Source: an optimization exercise on an open RTL-to-GDS flow (aim: small area and a short achievable clock period). Production flows keep margins and buffers that such runs may drop.
Only simulation tests tie the RTL to the original design; equivalence was not proved.

==> inputs of xenon <==
Design divi, start of the top module:
module divi (input logic clock,
             input logic [31:0]  denom,
             input logic [62:0]  numer,
             output logic [62:0]  quotient);
export LEC_CHECK = 0
export CAP_MARGIN = 20
export CORE_MARGIN = 2
export CORE_UTILIZATION = 40
export SLEW_MARGIN = 20
export SYNTH_HIERARCHICAL = 1
export SYNTH_MINIMUM_KEEP_SIZE = 0
create_clock -name core_clock -period 460.0 [get_ports {clock}]
run.sh (not shown) runs the stock make flow with config.mk's settings and CLKGATE_MAP_FILE= SYNTH_SCRIPT=/design/flow/synth_recipe.tcl, a recipe that flattens the netlist after the stock synthesis.
==> inputs of quartz, as changes to xenon <==
==> flow/flow/run.sh (new file) <==
#!/bin/bash
# Own layout flow: the standard flow (standard.sh, standard synthesis
# unchanged) with a smaller clock tree (no dummy loads, clkbuf_4 sink buffers
# in clusters of at most 8 sinks) and buf_1 port buffers.
set -euo pipefail
export BUFFER_PORTS_ARGS="-buffer_cell sky130_fd_sc_hd__buf_1"
export CTS_ARGS="-sink_clustering_enable -repair_clock_nets -dont_use_dummy_load -root_buf sky130_fd_sc_hd__clkbuf_16 -buf_list sky130_fd_sc_hd__clkbuf_4 -sink_clustering_size 8 -sink_clustering_max_diameter 50"
bash standard.sh > standard.log 2>&1
==> flow/standard.sh (new file) <==
#!/bin/bash
# synth_recipe.tcl (not shown) runs the flow's synth.tcl, then flattens the netlist and writes it again
# the make line also repeats each setting of config.mk as NAME=value (left out here)
make -C /OpenROAD-flow-scripts/flow DESIGN_CONFIG=/design/flow/config.mk WORK_HOME=/design/flow/orfs CLKGATE_MAP_FILE= SYNTH_SCRIPT=/design/flow/synth_recipe.tcl "${@:-finish}"
--- a/flow/config.mk
+++ b/flow/config.mk
@@ -7,5 +7,6 @@
 export LEC_CHECK = 0
+export ABC_AREA = 1
 export CAP_MARGIN = 20
 export CORE_MARGIN = 2
-export CORE_UTILIZATION = 40
+export CORE_UTILIZATION = 60
 export SLEW_MARGIN = 20
removed: flow/run.sh
==> inputs of pepper, as changes to xenon <==
==> flow/flow/run.sh (new file) <==
#!/bin/bash
# Own layout flow: the standard flow (standard.sh, standard synthesis
# unchanged) with a smaller clock tree (no dummy loads, clkbuf_4 sink buffers
# in clusters of at most 8 sinks) and buf_1 port buffers.
set -euo pipefail
export BUFFER_PORTS_ARGS="-buffer_cell sky130_fd_sc_hd__buf_1"
export CTS_ARGS="-sink_clustering_enable -repair_clock_nets -dont_use_dummy_load -root_buf sky130_fd_sc_hd__clkbuf_16 -buf_list sky130_fd_sc_hd__clkbuf_4 -sink_clustering_size 8 -sink_clustering_max_diameter 50"
bash standard.sh > standard.log 2>&1
==> flow/standard.sh (new file) <==
#!/bin/bash
# synth_recipe.tcl (not shown) runs the flow's synth.tcl, then flattens the netlist and writes it again
# the make line also repeats each setting of config.mk as NAME=value (left out here)
make -C /OpenROAD-flow-scripts/flow DESIGN_CONFIG=/design/flow/config.mk WORK_HOME=/design/flow/orfs CLKGATE_MAP_FILE= SYNTH_SCRIPT=/design/flow/synth_recipe.tcl "${@:-finish}"
--- a/flow/config.mk
+++ b/flow/config.mk
@@ -7,2 +7,3 @@
 export LEC_CHECK = 0
+export ABC_AREA = 1
 export CAP_MARGIN = 20
removed: flow/run.sh
==> flow_summary.json <==
{
  "outcome": "no timing/DRC/antenna violations",
  "nonClockBufferCount": 232,
  "worstHoldStart": "s7_q[26]$_DFF_P_",
  "path_cells": "clkdlybuf4s50_1",
  "die_w_um": 445,
  "die_h_um": 445,
  "crit_start": "qd[7][51]$_DFF_P_"
}
Source of the figures above: xenon

==> flow_summary.json <==
{
  "outcome": "no timing/DRC/antenna violations",
  "crit_start": "qd[7][20]$_DFF_P_",
  "synth_mux_area_frac": 0.000276,
  "gp_congestion": 0.830,
  "nonClockBufferCount": 229,
  "die_h_um": 362
}
Source of the figures above: quartz

==> flow_summary.json <==
{
  "regArea_mm2": 0.0295,
  "holdPathEnd": "s6_q[11]$_DFF_P_",
  "path_cells": "buf_1",
  "outcome": "no timing/DRC/antenna violations",
  "die_h_um": 443,
  "nonClockBufferCount": 227,
  "crit_start": "qd[7][32]$_DFF_P_",
  "ant_nets": 0,
  "worstHoldStart": "s5_q[5]$_DFF_P_",
  "synth-simple-area-share": 0.0756
}
Source of the figures above: pepper


* * *

==> inputs of job 1160 <==
Another version of the RTL of divi (not shown whole).
clock: 460.0 ns
lec_check: 0
abc_area: 1
cap_margin: 20
core_margin: 2
core_utilization: 60
slew_margin: 20
synth_hierarchical: 1
synth_minimum_keep_size: 0
standard.sh (not shown) runs the stock make flow with config.mk's settings and CLKGATE_MAP_FILE= SYNTH_SCRIPT=/design/flow/synth_recipe.tcl, a recipe that flattens the netlist after the stock synthesis.
==> flow/flow/run.sh <==
#!/bin/bash
# Own layout flow: the standard flow (standard.sh, standard synthesis
# unchanged) with a smaller clock tree (no dummy loads, clkbuf_4 sink buffers
# in clusters of at most 10 sinks) and buf_1 port buffers.
set -euo pipefail
export BUFFER_PORTS_ARGS="-buffer_cell sky130_fd_sc_hd__buf_1"
export CTS_ARGS="-sink_clustering_enable -repair_clock_nets -dont_use_dummy_load -root_buf sky130_fd_sc_hd__clkbuf_16 -buf_list sky130_fd_sc_hd__clkbuf_4 -sink_clustering_size 10 -sink_clustering_max_diameter 45"
bash standard.sh > standard.log 2>&1
==> inputs of job 6797, as changes to job 1160 <==
--- a/flow/design.v
+++ b/flow/design.v
@@ -15,266 +15,267 @@
 logic [0:0] dl0;
 assign dl0 = s1_dn[0:0];
 logic [1:0] c0;
 assign c0[0] = 1'b1;
 logic [0:0] sm0;
+assign sm0[0] = ~(rp0[0] ^ dl0[0]);
 assign c0[1] = rp0[0] | dl0[0];
 assign q0 = c0[1] & hz1[1];
 logic [0:0] r0;
-assign r0[0] = rp0[0] ^ (q0 & ~dl0[0]);
+assign r0 = q0 ? sm0 : rp0;
 logic q1;
 logic [1:0] rp1;
 assign rp1 = {r0[0:0], s1_n[61]};
 logic [1:0] dl1;
 assign dl1 = s1_dn[1:0];
 logic [2:0] c1;
 assign c1[0] = 1'b1;
 logic [1:0] sm1;
+assign sm1[0] = ~(rp1[0] ^ dl1[0]);
 assign c1[1] = rp1[0] | dl1[0];
 for (genvar j = 1; j < 2; j++) divi_fa fa1 (.a(rp1[j]), .b(dl1[j]), .ci(c1[j]), .s(sm1[j]), .co(c1[j+1]));
 assign q1 = c1[2] & hz1[2];
 logic [1:0] r1;
-assign r1[0] = rp1[0] ^ (q1 & ~dl1[0]);
-assign r1[1:1] = q1 ? sm1[1:1] : rp1[1:1];
+assign r1 = q1 ? sm1 : rp1;
 logic q2;
 logic [2:0] rp2;
 assign rp2 = {r1[1:0], s1_n[60]};
 logic [2:0] dl2;
 assign dl2 = s1_dn[2:0];
 logic [3:0] c2;
 assign c2[0] = 1'b1;
 logic [2:0] sm2;
+assign sm2[0] = ~(rp2[0] ^ dl2[0]);
 assign c2[1] = rp2[0] | dl2[0];
 for (genvar j = 1; j < 3; j++) divi_fa fa2 (.a(rp2[j]), .b(dl2[j]), .ci(c2[j]), .s(sm2[j]), .co(c2[j+1]));
 assign q2 = c2[3] & hz1[3];
 logic [2:0] r2;
-assign r2[0] = rp2[0] ^ (q2 & ~dl2[0]);
-assign r2[2:1] = q2 ? sm2[2:1] : rp2[2:1];
+assign r2 = q2 ? sm2 : rp2;
 logic q3;
 logic [3:0] rp3;
 assign rp3 = {r2[2:0], s1_n[59]};
 logic [3:0] dl3;
 assign dl3 = s1_dn[3:0];
 logic [4:0] c3;
 assign c3[0] = 1'b1;
 logic [3:0] sm3;
+assign sm3[0] = ~(rp3[0] ^ dl3[0]);
 assign c3[1] = rp3[0] | dl3[0];
 for (genvar j = 1; j < 4; j++) divi_fa fa3 (.a(rp3[j]), .b(dl3[j]), .ci(c3[j]), .s(sm3[j]), .co(c3[j+1]));
 assign q3 = c3[4] & hz1[4];
 logic [3:0] r3;
-assign r3[0] = rp3[0] ^ (q3 & ~dl3[0]);
-assign r3[3:1] = q3 ? sm3[3:1] : rp3[3:1];
+assign r3 = q3 ? sm3 : rp3;
 logic q4;
 logic [4:0] rp4;
 assign rp4 = {r3[3:0], s1_n[58]};
 logic [4:0] dl4;
 assign dl4 = s1_dn[4:0];
 logic [5:0] c4;
 assign c4[0] = 1'b1;
 logic [4:0] sm4;
+assign sm4[0] = ~(rp4[0] ^ dl4[0]);
 assign c4[1] = rp4[0] | dl4[0];
 for (genvar j = 1; j < 5; j++) divi_fa fa4 (.a(rp4[j]), .b(dl4[j]), .ci(c4[j]), .s(sm4[j]), .co(c4[j+1]));
 assign q4 = c4[5] & hz1[5];
 logic [4:0] r4;
-assign r4[0] = rp4[0] ^ (q4 & ~dl4[0]);
-assign r4[4:1] = q4 ? sm4[4:1] : rp4[4:1];
+assign r4 = q4 ? sm4 : rp4;
 logic q5;
 logic [5:0] rp5;
 assign rp5 = {r4[4:0], s1_n[57]};
 logic [5:0] dl5;
 assign dl5 = s1_dn[5:0];
 logic [6:0] c5;
 assign c5[0] = 1'b1;
 logic [5:0] sm5;
+assign sm5[0] = ~(rp5[0] ^ dl5[0]);
 assign c5[1] = rp5[0] | dl5[0];
 for (genvar j = 1; j < 6; j++) divi_fa fa5 (.a(rp5[j]), .b(dl5[j]), .ci(c5[j]), .s(sm5[j]), .co(c5[j+1]));
 assign q5 = c5[6] & hz1[6];
 logic [5:0] r5;
-assign r5[0] = rp5[0] ^ (q5 & ~dl5[0]);
-assign r5[5:1] = q5 ? sm5[5:1] : rp5[5:1];
+assign r5 = q5 ? sm5 : rp5;
 logic q6;
 logic [6:0] rp6;
 assign rp6 = {r5[5:0], s1_n[56]};
 logic [6:0] dl6;
 assign dl6 = s1_dn[6:0];
 logic [7:0] c6;
 assign c6[0] = 1'b1;
 logic [6:0] sm6;
+assign sm6[0] = ~(rp6[0] ^ dl6[0]);
 assign c6[1] = rp6[0] | dl6[0];
 for (genvar j = 1; j < 7; j++) divi_fa fa6 (.a(rp6[j]), .b(dl6[j]), .ci(c6[j]), .s(sm6[j]), .co(c6[j+1]));
 assign q6 = c6[7] & hz1[7];
 logic [6:0] r6;
-assign r6[0] = rp6[0] ^ (q6 & ~dl6[0]);
-assign r6[6:1] = q6 ? sm6[6:1] : rp6[6:1];
+assign r6 = q6 ? sm6 : rp6;
 logic q7;
 logic [7:0] rp7;
 assign rp7 = {r6[6:0], s1_n[55]};
 logic [7:0] dl7;
 assign dl7 = s1_dn[7:0];
 logic [8:0] c7;
 assign c7[0] = 1'b1;
 logic [7:0] sm7;
+assign sm7[0] = ~(rp7[0] ^ dl7[0]);
 assign c7[1] = rp7[0] | dl7[0];
 for (genvar j = 1; j < 8; j++) divi_fa fa7 (.a(rp7[j]), .b(dl7[j]), .ci(c7[j]), .s(sm7[j]), .co(c7[j+1]));
 assign q7 = c7[8] & hz1[8];
 logic [7:0] r7;
-assign r7[0] = rp7[0] ^ (q7 & ~dl7[0]);
-assign r7[7:1] = q7 ? sm7[7:1] : rp7[7:1];
+assign r7 = q7 ? sm7 : rp7;
 logic q8;
 logic [8:0] rp8;
 assign rp8 = {r7[7:0], s1_n[54]};
 logic [8:0] dl8;
 assign dl8 = s1_dn[8:0];
 logic [9:0] c8;
 assign c8[0] = 1'b1;
 logic [8:0] sm8;
+assign sm8[0] = ~(rp8[0] ^ dl8[0]);
 assign c8[1] = rp8[0] | dl8[0];
 for (genvar j = 1; j < 9; j++) divi_fa fa8 (.a(rp8[j]), .b(dl8[j]), .ci(c8[j]), .s(sm8[j]), .co(c8[j+1]));
 assign q8 = c8[9] & hz1[9];
 logic [8:0] r8;
-assign r8[0] = rp8[0] ^ (q8 & ~dl8[0]);
-assign r8[8:1] = q8 ? sm8[8:1] : rp8[8:1];
+assign r8 = q8 ? sm8 : rp8;
 logic q9;
 logic [9:0] rp9;
 assign rp9 = {r8[8:0], s1_n[53]};
 logic [9:0] dl9;
 assign dl9 = s1_dn[9:0];
 logic [10:0] c9;
 assign c9[0] = 1'b1;
 logic [9:0] sm9;
+assign sm9[0] = ~(rp9[0] ^ dl9[0]);
 assign c9[1] = rp9[0] | dl9[0];
 for (genvar j = 1; j < 10; j++) divi_fa fa9 (.a(rp9[j]), .b(dl9[j]), .ci(c9[j]), .s(sm9[j]), .co(c9[j+1]));
 assign q9 = c9[10] & hz1[10];
 logic [9:0] r9;
-assign r9[0] = rp9[0] ^ (q9 & ~dl9[0]);
-assign r9[9:1] = q9 ? sm9[9:1] : rp9[9:1];
+assign r9 = q9 ? sm9 : rp9;
 logic q10;
 logic [10:0] rp10;
 assign rp10 = {r9[9:0], s1_n[52]};
 logic [10:0] dl10;
 assign dl10 = s1_dn[10:0];
 logic [11:0] c10;
 assign c10[0] = 1'b1;
 logic [10:0] sm10;
+assign sm10[0] = ~(rp10[0] ^ dl10[0]);
 assign c10[1] = rp10[0] | dl10[0];
 for (genvar j = 1; j < 11; j++) divi_fa fa10 (.a(rp10[j]), .b(dl10[j]), .ci(c10[j]), .s(sm10[j]), .co(c10[j+1]));
 assign q10 = c10[11] & hz1[11];
 logic [10:0] r10;
-assign r10[0] = rp10[0] ^ (q10 & ~dl10[0]);
-assign r10[10:1] = q10 ? sm10[10:1] : rp10[10:1];
+assign r10 = q10 ? sm10 : rp10;
 logic q11;
 logic [11:0] rp11;
 assign rp11 = {r10[10:0], s1_n[51]};
 logic [11:0] dl11;
 assign dl11 = s1_dn[11:0];
 logic [12:0] c11;
 assign c11[0] = 1'b1;
 logic [11:0] sm11;
+assign sm11[0] = ~(rp11[0] ^ dl11[0]);
 assign c11[1] = rp11[0] | dl11[0];
 for (genvar j = 1; j < 12; j++) divi_fa fa11 (.a(rp11[j]), .b(dl11[j]), .ci(c11[j]), .s(sm11[j]), .co(c11[j+1]));
 assign q11 = c11[12] & hz1[12];
 logic [11:0] r11;
-assign r11[0] = rp11[0] ^ (q11 & ~dl11[0]);
-assign r11[11:1] = q11 ? sm11[11:1] : rp11[11:1];
+assign r11 = q11 ? sm11 : rp11;
 logic q12;
 logic [12:0] rp12;
 assign rp12 = {r11[11:0], s1_n[50]};
 logic [12:0] dl12;
 assign dl12 = s1_dn[12:0];
 logic [13:0] c12;
 assign c12[0] = 1'b1;
 logic [12:0] sm12;
+assign sm12[0] = ~(rp12[0] ^ dl12[0]);
 assign c12[1] = rp12[0] | dl12[0];
 for (genvar j = 1; j < 13; j++) divi_fa fa12 (.a(rp12[j]), .b(dl12[j]), .ci(c12[j]), .s(sm12[j]), .co(c12[j+1]));
 assign q12 = c12[13] & hz1[13];
 logic [12:0] r12;
-assign r12[0] = rp12[0] ^ (q12 & ~dl12[0]);
-assign r12[12:1] = q12 ? sm12[12:1] : rp12[12:1];
+assign r12 = q12 ? sm12 : rp12;
 logic q13;
 logic [13:0] rp13;
 assign rp13 = {r12[12:0], s1_n[49]};
 logic [13:0] dl13;
 assign dl13 = s1_dn[13:0];
 logic [14:0] c13;
 assign c13[0] = 1'b1;
 logic [13:0] sm13;
+assign sm13[0] = ~(rp13[0] ^ dl13[0]);
 assign c13[1] = rp13[0] | dl13[0];
 for (genvar j = 1; j < 14; j++) divi_fa fa13 (.a(rp13[j]), .b(dl13[j]), .ci(c13[j]), .s(sm13[j]), .co(c13[j+1]));
 assign q13 = c13[14] & hz1[14];
 logic [13:0] r13;
-assign r13[0] = rp13[0] ^ (q13 & ~dl13[0]);
-assign r13[13:1] = q13 ? sm13[13:1] : rp13[13:1];
+assign r13 = q13 ? sm13 : rp13;
 logic q14;
 logic [14:0] rp14;
 assign rp14 = {r13[13:0], s1_n[48]};
 logic [14:0] dl14;
 assign dl14 = s1_dn[14:0];
 logic [15:0] c14;
 assign c14[0] = 1'b1;
 logic [14:0] sm14;
+assign sm14[0] = ~(rp14[0] ^ dl14[0]);
 assign c14[1] = rp14[0] | dl14[0];
 for (genvar j = 1; j < 15; j++) divi_fa fa14 (.a(rp14[j]), .b(dl14[j]), .ci(c14[j]), .s(sm14[j]), .co(c14[j+1]));
 assign q14 = c14[15] & hz1[15];
 logic [14:0] r14;
-assign r14[0] = rp14[0] ^ (q14 & ~dl14[0]);
-assign r14[14:1] = q14 ? sm14[14:1] : rp14[14:1];
+assign r14 = q14 ? sm14 : rp14;
 logic q15;
 logic [15:0] rp15;
 assign rp15 = {r14[14:0], s1_n[47]};
 logic [15:0] dl15;
 assign dl15 = s1_dn[15:0];
 logic [16:0] c15;
 assign c15[0] = 1'b1;
 logic [15:0] sm15;
+assign sm15[0] = ~(rp15[0] ^ dl15[0]);
 assign c15[1] = rp15[0] | dl15[0];
 for (genvar j = 1; j < 16; j++) divi_fa fa15 (.a(rp15[j]), .b(dl15[j]), .ci(c15[j]), .s(sm15[j]), .co(c15[j+1]));
 assign q15 = c15[16] & hz1[16];
 logic [15:0] r15;
-assign r15[0] = rp15[0] ^ (q15 & ~dl15[0]);
-assign r15[15:1] = q15 ? sm15[15:1] : rp15[15:1];
+assign r15 = q15 ? sm15 : rp15;
 logic q16;
 logic [16:0] rp16;
 assign rp16 = {r15[15:0], s1_n[46]};
 logic [16:0] dl16;
 assign dl16 = s1_dn[16:0];
 logic [17:0] c16;
 assign c16[0] = 1'b1;
 logic [16:0] sm16;
+assign sm16[0] = ~(rp16[0] ^ dl16[0]);
 assign c16[1] = rp16[0] | dl16[0];
 for (genvar j = 1; j < 17; j++) divi_fa fa16 (.a(rp16[j]), .b(dl16[j]), .ci(c16[j]), .s(sm16[j]), .co(c16[j+1]));
 assign q16 = c16[17] & hz1[17];
 logic [16:0] r16;
-assign r16[0] = rp16[0] ^ (q16 & ~dl16[0]);
-assign r16[16:1] = q16 ? sm16[16:1] : rp16[16:1];
+assign r16 = q16 ? sm16 : rp16;
 logic q17;
 logic [17:0] rp17;
 assign rp17 = {r16[16:0], s1_n[45]};
 logic [17:0] dl17;
 assign dl17 = s1_dn[17:0];
 logic [18:0] c17;
 assign c17[0] = 1'b1;
 logic [17:0] sm17;
+assign sm17[0] = ~(rp17[0] ^ dl17[0]);
 assign c17[1] = rp17[0] | dl17[0];
 for (genvar j = 1; j < 18; j++) divi_fa fa17 (.a(rp17[j]), .b(dl17[j]), .ci(c17[j]), .s(sm17[j]), .co(c17[j+1]));
 assign q17 = c17[18] & hz1[18];
 logic [17:0] r17;
-assign r17[0] = rp17[0] ^ (q17 & ~dl17[0]);
-assign r17[17:1] = q17 ? sm17[17:1] : rp17[17:1];
+assign r17 = q17 ? sm17 : rp17;
 logic q18;
 logic [18:0] rp18;
 assign rp18 = {r17[17:0], s1_n[44]};
 logic [18:0] dl18;
 assign dl18 = s1_dn[18:0];
 logic [19:0] c18;
 assign c18[0] = 1'b1;
 logic [18:0] sm18;
+assign sm18[0] = ~(rp18[0] ^ dl18[0]);
 assign c18[1] = rp18[0] | dl18[0];
 for (genvar j = 1; j < 19; j++) divi_fa fa18 (.a(rp18[j]), .b(dl18[j]), .ci(c18[j]), .s(sm18[j]), .co(c18[j+1]));
 assign q18 = c18[19] & hz1[19];
 logic [18:0] r18;
-assign r18[0] = rp18[0] ^ (q18 & ~dl18[0]);
-assign r18[18:1] = q18 ? sm18[18:1] : rp18[18:1];
+assign r18 = q18 ? sm18 : rp18;
 logic [18:0] s2_q;
 always_ff @(posedge clock) s2_q <= {q0, q1, q2, q3, q4, q5, q6, q7, q8, q9, q10, q11, q12, q13, q14, q15, q16, q17, q18};
 logic [43:0] s2_n;
 always_ff @(posedge clock) s2_n <= s1_n[43:0];
 logic [31:0] s2_dn;
@@ -290,114 +291,114 @@
 logic [19:0] dl19;
 assign dl19 = s2_dn[19:0];
 logic [20:0] c19;
 assign c19[0] = 1'b1;
 logic [19:0] sm19;
+assign sm19[0] = ~(rp19[0] ^ dl19[0]);
 assign c19[1] = rp19[0] | dl19[0];
 for (genvar j = 1; j < 20; j++) divi_fa fa19 (.a(rp19[j]), .b(dl19[j]), .ci(c19[j]), .s(sm19[j]), .co(c19[j+1]));
 assign q19 = c19[20] & hz2[20];
 logic [19:0] r19;
-assign r19[0] = rp19[0] ^ (q19 & ~dl19[0]);
-assign r19[19:1] = q19 ? sm19[19:1] : rp19[19:1];
+assign r19 = q19 ? sm19 : rp19;
 logic q20;
 logic [20:0] rp20;
 assign rp20 = {r19[19:0], s2_n[42]};
 logic [20:0] dl20;
 assign dl20 = s2_dn[20:0];
 logic [21:0] c20;
 assign c20[0] = 1'b1;
 logic [20:0] sm20;
+assign sm20[0] = ~(rp20[0] ^ dl20[0]);
 assign c20[1] = rp20[0] | dl20[0];
 for (genvar j = 1; j < 21; j++) divi_fa fa20 (.a(rp20[j]), .b(dl20[j]), .ci(c20[j]), .s(sm20[j]), .co(c20[j+1]));
 assign q20 = c20[21] & hz2[21];
 logic [20:0] r20;
-assign r20[0] = rp20[0] ^ (q20 & ~dl20[0]);
-assign r20[20:1] = q20 ? sm20[20:1] : rp20[20:1];
+assign r20 = q20 ? sm20 : rp20;
 logic q21;
 logic [21:0] rp21;
 assign rp21 = {r20[20:0], s2_n[41]};
 logic [21:0] dl21;
 assign dl21 = s2_dn[21:0];
 logic [22:0] c21;
 assign c21[0] = 1'b1;
 logic [21:0] sm21;
+assign sm21[0] = ~(rp21[0] ^ dl21[0]);
 assign c21[1] = rp21[0] | dl21[0];
 for (genvar j = 1; j < 22; j++) divi_fa fa21 (.a(rp21[j]), .b(dl21[j]), .ci(c21[j]), .s(sm21[j]), .co(c21[j+1]));
 assign q21 = c21[22] & hz2[22];
 logic [21:0] r21;
-assign r21[0] = rp21[0] ^ (q21 & ~dl21[0]);
-assign r21[21:1] = q21 ? sm21[21:1] : rp21[21:1];
+assign r21 = q21 ? sm21 : rp21;
 logic q22;
 logic [22:0] rp22;
 assign rp22 = {r21[21:0], s2_n[40]};
 logic [22:0] dl22;
 assign dl22 = s2_dn[22:0];
 logic [23:0] c22;
 assign c22[0] = 1'b1;
 logic [22:0] sm22;
+assign sm22[0] = ~(rp22[0] ^ dl22[0]);
 assign c22[1] = rp22[0] | dl22[0];
 for (genvar j = 1; j < 23; j++) divi_fa fa22 (.a(rp22[j]), .b(dl22[j]), .ci(c22[j]), .s(sm22[j]), .co(c22[j+1]));
 assign q22 = c22[23] & hz2[23];
 logic [22:0] r22;
-assign r22[0] = rp22[0] ^ (q22 & ~dl22[0]);
-assign r22[22:1] = q22 ? sm22[22:1] : rp22[22:1];
+assign r22 = q22 ? sm22 : rp22;
 logic q23;
 logic [23:0] rp23;
 assign rp23 = {r22[22:0], s2_n[39]};
 logic [23:0] dl23;
 assign dl23 = s2_dn[23:0];
 logic [24:0] c23;
 assign c23[0] = 1'b1;
 logic [23:0] sm23;
+assign sm23[0] = ~(rp23[0] ^ dl23[0]);
 assign c23[1] = rp23[0] | dl23[0];
 for (genvar j = 1; j < 24; j++) divi_fa fa23 (.a(rp23[j]), .b(dl23[j]), .ci(c23[j]), .s(sm23[j]), .co(c23[j+1]));
 assign q23 = c23[24] & hz2[24];
 logic [23:0] r23;
-assign r23[0] = rp23[0] ^ (q23 & ~dl23[0]);
-assign r23[23:1] = q23 ? sm23[23:1] : rp23[23:1];
+assign r23 = q23 ? sm23 : rp23;
 logic q24;
 logic [24:0] rp24;
 assign rp24 = {r23[23:0], s2_n[38]};
 logic [24:0] dl24;
 assign dl24 = s2_dn[24:0];
 logic [25:0] c24;
 assign c24[0] = 1'b1;
 logic [24:0] sm24;
+assign sm24[0] = ~(rp24[0] ^ dl24[0]);
 assign c24[1] = rp24[0] | dl24[0];
 for (genvar j = 1; j < 25; j++) divi_fa fa24 (.a(rp24[j]), .b(dl24[j]), .ci(c24[j]), .s(sm24[j]), .co(c24[j+1]));
 assign q24 = c24[25] & hz2[25];
 logic [24:0] r24;
-assign r24[0] = rp24[0] ^ (q24 & ~dl24[0]);
-assign r24[24:1] = q24 ? sm24[24:1] : rp24[24:1];
+assign r24 = q24 ? sm24 : rp24;
 logic q25;
 logic [25:0] rp25;
 assign rp25 = {r24[24:0], s2_n[37]};
 logic [25:0] dl25;
 assign dl25 = s2_dn[25:0];
 logic [26:0] c25;
 assign c25[0] = 1'b1;
 logic [25:0] sm25;
+assign sm25[0] = ~(rp25[0] ^ dl25[0]);
 assign c25[1] = rp25[0] | dl25[0];
 for (genvar j = 1; j < 26; j++) divi_fa fa25 (.a(rp25[j]), .b(dl25[j]), .ci(c25[j]), .s(sm25[j]), .co(c25[j+1]));
 assign q25 = c25[26] & hz2[26];
 logic [25:0] r25;
-assign r25[0] = rp25[0] ^ (q25 & ~dl25[0]);
-assign r25[25:1] = q25 ? sm25[25:1] : rp25[25:1];
+assign r25 = q25 ? sm25 : rp25;
 logic q26;
 logic [26:0] rp26;
 assign rp26 = {r25[25:0], s2_n[36]};
 logic [26:0] dl26;
 assign dl26 = s2_dn[26:0];
 logic [27:0] c26;
 assign c26[0] = 1'b1;
 logic [26:0] sm26;
+assign sm26[0] = ~(rp26[0] ^ dl26[0]);
 assign c26[1] = rp26[0] | dl26[0];
 for (genvar j = 1; j < 27; j++) divi_fa fa26 (.a(rp26[j]), .b(dl26[j]), .ci(c26[j]), .s(sm26[j]), .co(c26[j+1]));
 assign q26 = c26[27] & hz2[27];
 logic [26:0] r26;
-assign r26[0] = rp26[0] ^ (q26 & ~dl26[0]);
-assign r26[26:1] = q26 ? sm26[26:1] : rp26[26:1];
+assign r26 = q26 ? sm26 : rp26;
 logic [26:0] s3_q;
 always_ff @(posedge clock) s3_q <= {s2_q, q19, q20, q21, q22, q23, q24, q25, q26};
 logic [35:0] s3_n;
 always_ff @(posedge clock) s3_n <= s2_n[35:0];
 logic [31:0] s3_dn;
@@ -413,70 +414,70 @@
 logic [27:0] dl27;
 assign dl27 = s3_dn[27:0];
 logic [28:0] c27;
 assign c27[0] = 1'b1;
 logic [27:0] sm27;
+assign sm27[0] = ~(rp27[0] ^ dl27[0]);
 assign c27[1] = rp27[0] | dl27[0];
 for (genvar j = 1; j < 28; j++) divi_fa fa27 (.a(rp27[j]), .b(dl27[j]), .ci(c27[j]), .s(sm27[j]), .co(c27[j+1]));
 assign q27 = c27[28] & hz3[28];
 logic [27:0] r27;
-assign r27[0] = rp27[0] ^ (q27 & ~dl27[0]);
-assign r27[27:1] = q27 ? sm27[27:1] : rp27[27:1];
+assign r27 = q27 ? sm27 : rp27;
 logic q28;
 logic [28:0] rp28;
 assign rp28 = {r27[27:0], s3_n[34]};
 logic [28:0] dl28;
 assign dl28 = s3_dn[28:0];
 logic [29:0] c28;
 assign c28[0] = 1'b1;
 logic [28:0] sm28;
+assign sm28[0] = ~(rp28[0] ^ dl28[0]);
 assign c28[1] = rp28[0] | dl28[0];
 for (genvar j = 1; j < 29; j++) divi_fa fa28 (.a(rp28[j]), .b(dl28[j]), .ci(c28[j]), .s(sm28[j]), .co(c28[j+1]));
 assign q28 = c28[29] & hz3[29];
 logic [28:0] r28;
-assign r28[0] = rp28[0] ^ (q28 & ~dl28[0]);
-assign r28[28:1] = q28 ? sm28[28:1] : rp28[28:1];
+assign r28 = q28 ? sm28 : rp28;
 logic q29;
 logic [29:0] rp29;
 assign rp29 = {r28[28:0], s3_n[33]};
 logic [29:0] dl29;
 assign dl29 = s3_dn[29:0];
 logic [30:0] c29;
 assign c29[0] = 1'b1;
 logic [29:0] sm29;
+assign sm29[0] = ~(rp29[0] ^ dl29[0]);
 assign c29[1] = rp29[0] | dl29[0];
 for (genvar j = 1; j < 30; j++) divi_fa fa29 (.a(rp29[j]), .b(dl29[j]), .ci(c29[j]), .s(sm29[j]), .co(c29[j+1]));
 assign q29 = c29[30] & hz3[30];
 logic [29:0] r29;
-assign r29[0] = rp29[0] ^ (q29 & ~dl29[0]);
-assign r29[29:1] = q29 ? sm29[29:1] : rp29[29:1];
+assign r29 = q29 ? sm29 : rp29;
 logic q30;
 logic [30:0] rp30;
 assign rp30 = {r29[29:0], s3_n[32]};
 logic [30:0] dl30;
 assign dl30 = s3_dn[30:0];
 logic [31:0] c30;
 assign c30[0] = 1'b1;
 logic [30:0] sm30;
+assign sm30[0] = ~(rp30[0] ^ dl30[0]);
 assign c30[1] = rp30[0] | dl30[0];
 for (genvar j = 1; j < 31; j++) divi_fa fa30 (.a(rp30[j]), .b(dl30[j]), .ci(c30[j]), .s(sm30[j]), .co(c30[j+1]));
 assign q30 = c30[31] & hz3[31];
 logic [30:0] r30;
-assign r30[0] = rp30[0] ^ (q30 & ~dl30[0]);
-assign r30[30:1] = q30 ? sm30[30:1] : rp30[30:1];
+assign r30 = q30 ? sm30 : rp30;
 logic q31;
 logic [31:0] rp31;
 assign rp31 = {r30[30:0], s3_n[31]};
 logic [32:0] c31;
 assign c31[0] = 1'b1;
 logic [31:0] sm31;
+assign sm31[0] = ~(rp31[0] ^ s3_dn[31:0][0]);
 assign c31[1] = rp31[0] | s3_dn[31:0][0];
 for (genvar j = 1; j < 32; j++) divi_fa fa31 (.a(rp31[j]), .b(s3_dn[31:0][j]), .ci(c31[j]), .s(sm31[j]), .co(c31[j+1]));
 assign q31 = c31[32];
 logic [31:0] r31;
-assign r31[0] = rp31[0] ^ (q31 & ~s3_dn[31:0][0]);
-assign r31[31:1] = q31 ? sm31[31:1] : rp31[31:1];
+assign r31 = q31 ? sm31 : rp31;
 logic q32;
 logic [31:0] rp32;
 assign rp32 = {r31[30:0], s3_n[30]};
 logic [32:0] c32;
 assign c32[0] = 1'b1;
==> flow/flow/run.sh (replaced) <==
#!/bin/bash
# Own layout flow: the standard flow (standard.sh, standard synthesis
# unchanged) with a smaller clock tree (no dummy loads, clkbuf_4 sink buffers
# in clusters of at most 10 sinks) and buf_1 port buffers.
set -euo pipefail
export BUFFER_PORTS_ARGS="-buffer_cell sky130_fd_sc_hd__buf_1"
export CTS_ARGS="-sink_clustering_enable -repair_clock_nets -dont_use_dummy_load -root_buf sky130_fd_sc_hd__clkbuf_16 -buf_list sky130_fd_sc_hd__clkbuf_4 -sink_clustering_size 10 -sink_clustering_max_diameter 60"
bash standard.sh > standard.log 2>&1
ABC_AREA = unset   (was 1)
CORE_UTILIZATION = 40   (was 60)
==> inputs of job 7831, as changes to job 1160 <==
==> flow/flow/run.sh (replaced) <==
#!/bin/bash
# Own layout flow: the standard flow (standard.sh, standard synthesis
# unchanged) with a smaller clock tree (no dummy loads, clkbuf_4 sink buffers
# in clusters of at most 8 sinks) and buf_1 port buffers.
set -euo pipefail
export BUFFER_PORTS_ARGS="-buffer_cell sky130_fd_sc_hd__buf_1"
export CTS_ARGS="-sink_clustering_enable -repair_clock_nets -dont_use_dummy_load -root_buf sky130_fd_sc_hd__clkbuf_16 -buf_list sky130_fd_sc_hd__clkbuf_4 -sink_clustering_size 8 -sink_clustering_max_diameter 50"
bash standard.sh > standard.log 2>&1
==> results.json <==
{
  "track_usage_pct": 21.97,
  "grt_max_degree": 51,
  "final_cells": 7985,
  "core_sq_um": 127400,
  "rows": 131,
  "synthTopCellsByArea": "dfxtp_1 38%, fa_1 38%, xor2_1 9.8%",
  "hold_end": "s5_q[21]$_DFF_P_",
  "hold_ws_ns": 0.2196,
  "synth_cells": 6075,
  "outcome": "finished clean"
}
The numbers above come from job 7831.

==> results.json <==
{
  "synth_cells": 6075,
  "hold_ws_ns": 0.2261,
  "track_usage_pct": 21.87,
  "final_cells": 7951,
  "grt_max_degree": 51,
  "synthTopCellsByArea": "dfxtp_1 38%, fa_1 38%, xor2_1 9.8%",
  "hold_end": "s3_q[9]$_DFF_P_",
  "outcome": "finished clean",
  "rows": 131
}
The numbers above come from job 1160.

==> results.json <==
{
  "outcome": "finished clean",
  "core_sq_um": 193000,
  "hold_ws_ns": 0.2216,
  "track_usage_pct": 13.73,
  "final_cells": 8377,
  "synth_cells": 5752,
  "synthTopCellsByArea": "dfxtp_1 38%, fa_1 37%, xnor2_1 7.8%",
  "rows": 161,
  "grt_max_degree": 44
}
The numbers above come from job 6797.

[separate check: timing with driven ports]
How much do the figures lean on ideal ports? The routed layouts below were timed once more, with nothing changed but the port constraints. Step 1, drivers: a clkbuf_16 drives clock and a buf_2 each remaining input, both assumed. Step 2 also shifts input and output timing later by t, the mid clock arrival at the registers, as if the neighbouring blocks saw the same clock. Slacks: ideal / step 1 / step 2; pairs: ideal / step 1.
run | t (ns) | slack for setup (ns) | worst data-port slew with drivers (ns)
xenon | 0.851 | 366.360 / 366.282 / 367.133 | 0.04
quartz | 0.842 | 366.651 / 366.574 / 367.416 | 0.03
pepper | 0.877 | 366.628 / 366.548 / 367.425 | 0.04
job 1160 | 0.837 | 366.667 / 366.590 / 367.426 | 0.03
job 6797 | 0.859 | 366.663 / 366.589 / 367.448 | 0.04
job 7831 | 0.844 | 366.656 / 366.579 / 367.423 | 0.03
After both steps setup and hold are still met in every run listed.
